From an optimization exercise on the open Yosys and OpenROAD flow, aimed at small area and a short achievable clock period; shortcuts taken in it are not production practice.
At most, simulation tests tie the RTL to the original design; equivalence was not proved.
Power figures rest on the tool's default switching activity, not on a simulated workload.

v28:
==> flow/design.v <==
`timescale 1ns / 1ps
module cla_carry #(
    parameter W = 32,
    parameter L = 5          
    ) (
    input wire [W-1:0] g,
    input wire [W-1:0] p,
    output wire c
    );
    wire [W-1:0] gk [0:L];   
    wire [W-1:0] pk [0:L];   
    assign gk[0] = g;
    assign pk[0] = p;
    genvar k, i;
    generate
        for (k = 1; k <= L; k = k + 1) begin : lvl
            for (i = 0; i < (W >> k); i = i + 1) begin : node
                assign gk[k][i] = gk[k-1][2*i+1] | (pk[k-1][2*i+1] & gk[k-1][2*i]);
                assign pk[k][i] = pk[k-1][2*i+1] & pk[k-1][2*i];
            end
            assign gk[k][W-1:(W >> k)] = {(W - (W >> k)){1'b0}};
            assign pk[k][W-1:(W >> k)] = {(W - (W >> k)){1'b0}};
        end
    endgenerate
    assign c = gk[L][0];
endmodule
`timescale 1ns / 1ps
module hft_fpga_low_latency(
    input wire core_clk,
    input wire reset,
    input wire cfg_we,
    input wire [1:0] cfg_addr,
    input wire [31:0] cfg_wdata,
    input wire [63:0] raw_market_data,
    input wire raw_valid,
    output wire [127:0] mg_tx_data,
    output wire mg_tx_valid
    );
    reg [31:0] threshold_n;      
    reg [31:0] risk_min_n;       
    reg [31:0] risk_max_n;       
    always @(posedge core_clk) begin
        if (reset) begin
            threshold_n <= ~32'd1000;
            risk_min_n <= ~32'd1000;
            risk_max_n <= ~32'd5000;
        end else if (cfg_we) begin
            case (cfg_addr)
                2'd0: threshold_n <= ~cfg_wdata;
                2'd1: risk_min_n <= ~cfg_wdata;
                2'd2: risk_max_n <= ~cfg_wdata;
                default: ;
            endcase
        end
    end
    wire [31:0] price = raw_market_data[31:0];
    wire below_threshold;    
    wire below_min;          
    wire above_max;          
    cla_carry #(.W(32), .L(5)) u_cmp_thr (
        .g(~(threshold_n | price)), .p(~(threshold_n & price)), .c(below_threshold));
    cla_carry #(.W(32), .L(5)) u_cmp_min (
        .g(~(risk_min_n | price)), .p(~(risk_min_n & price)), .c(below_min));
    cla_carry #(.W(32), .L(5)) u_cmp_max (
        .g(price & risk_max_n), .p(price | risk_max_n), .c(above_max));
    wire approve = raw_valid && (raw_market_data[63:56] == 8'h01) &&
                   below_threshold && !below_min && !above_max;
    reg [55:0] order_data;
    always @(posedge core_clk) begin
        order_data <= raw_market_data[55:0];
    end
    reg [31:0] order_seq;
    reg order_valid;
    reg order_count;
    wire [31:0] seq_ones_below;
    assign seq_ones_below[0] = 1'b1;
    genvar gi;
    generate
        for (gi = 1; gi < 32; gi = gi + 1) begin : g_ones
            assign seq_ones_below[gi] = &order_seq[gi-1:0];
        end
    endgenerate
    always @(posedge core_clk) begin
        if (reset) begin
            order_seq <= 32'd0;
            order_valid <= 1'b0;
        end else begin
            order_seq <= order_seq ^ ({32{order_count}} & seq_ones_below);
            order_valid <= approve;
        end
    end
    always @(posedge core_clk or posedge reset) begin
        if (reset)
            order_count <= 1'b0;
        else
            order_count <= approve;
    end
    assign mg_tx_data = {order_seq, 8'h01, order_data, 32'h0000_0000};
    assign mg_tx_valid = order_valid;
endmodule
==> flow/config.mk <==
export PLATFORM = sky130hd
export DESIGN_NAME = hft_fpga_low_latency
export DESIGN_NICKNAME = hft_fpga_low_latency
export VERILOG_FILES = /design/flow/design.v
export SDC_FILE = /design/flow/constraint.sdc
export NUM_CORES = 4
export LEC_CHECK = 0
export ABC_AREA = 1
export CAP_MARGIN = 20
export CORE_MARGIN = 2
export CORE_UTILIZATION = 40
export CTS_BUF_LIST = sky130_fd_sc_hd__clkbuf_4 sky130_fd_sc_hd__clkbuf_8
export SETUP_SLACK_MARGIN = 2.21
export SLEW_MARGIN = 20
==> flow/constraint.sdc <==
create_clock -name core_clock -period 4.0 [get_ports {core_clk}]
set_input_delay 0.8000 -clock core_clock [delete_from_list [all_inputs] [get_ports {core_clk}]]
set_output_delay 0.8000 -clock core_clock [all_outputs]
set_load 0.01 [all_outputs]
standard.sh (not shown) runs the stock make flow with config.mk's settings and CLKGATE_MAP_FILE= SYNTH_SCRIPT=/design/flow/synth_recipe.tcl, a recipe that flattens the netlist after the stock synthesis.
==> flow/flow/run.sh <==
#!/bin/bash
set -euo pipefail
cts_bufs=$(sed -n 's/^export CTS_BUF_LIST *= *//p' config.mk)
bash standard.sh synth > synth.log 2>&1
bash standard.sh finish \
  BUFFER_PORTS_ARGS="-buffer_cell sky130_fd_sc_hd__buf_1" \
  SKIP_REPAIR_TIE_FANOUT=1 \
  CTS_ARGS="-sink_clustering_enable -repair_clock_nets -dont_use_dummy_load -root_buf sky130_fd_sc_hd__clkbuf_16 -buf_list {$cts_bufs}" \
  > layout.log 2>&1
Inputs modified between v28 and v4:
--- a/flow/design.v
+++ b/flow/design.v
@@ -84,15 +84,15 @@
         if (reset) begin
             order_seq <= 32'd0;
-            order_valid <= 1'b0;
+            order_count <= 1'b0;
         end else begin
             order_seq <= order_seq ^ ({32{order_count}} & seq_ones_below);
-            order_valid <= approve;
+            order_count <= approve;
         end
     end
     always @(posedge core_clk or posedge reset) begin
         if (reset)
-            order_count <= 1'b0;
+            order_valid <= 1'b0;
         else
-            order_count <= approve;
+            order_valid <= approve;
     end
     assign mg_tx_data = {order_seq, 8'h01, order_data, 32'h0000_0000};
Notes after the runs:
On first-pass GRT wire length, v28 and v4 are basically level. Every stage of the flow completed for v4, and the final layout passed the timing, DRC and antenna checks. v28 → v4: cell area saw a decrease; post-route total power saw little to no change; part of the total power dissipated in the clock network saw little to no change; met2 wirelength from detailed routing saw a decrease; number of global-route vias before repair saw an increase.
Testbench counts of v4, summed over its fixed seeds: latency cycles 3,243, orders 3,243.
For v28, only the layout was checked, not whether the RTL still works.

port drivers added, routing unchanged:
Ports are ideal in the flow. The routed layouts listed here were re-timed in OpenROAD.
Step 1: set_driving_cell puts a clkbuf_16 on core_clk and a buf_2 on each other input, an assumption about the parent block.
Step 2 moves the port delays by t, midway between the first and last clock arrival at a register: inputs arrive t later, outputs are due t later. That takes back most of the time a late clock gives input paths.
Three values: no drivers, after step 1, after step 2; two values: the first two.
run | t, ns | slack for setup (ns) | worst hold slack (ns) | worst setup path at the end | pins driven straight from the clock port
v28 | 0.413 | 2.263 / 2.221 / 1.876 | 0.474 / 0.474 / 0.474 | input to register | 1
v4 | 0.411 | 2.264 / 2.223 / 1.923 | 0.470 / 0.470 / 0.470 | input to register | 1
After both steps setup and hold are still met in every run listed. For v28, which loses most, drivers alone change the setup slack by -0.042 ns; drivers and shift together by -0.387 ns.
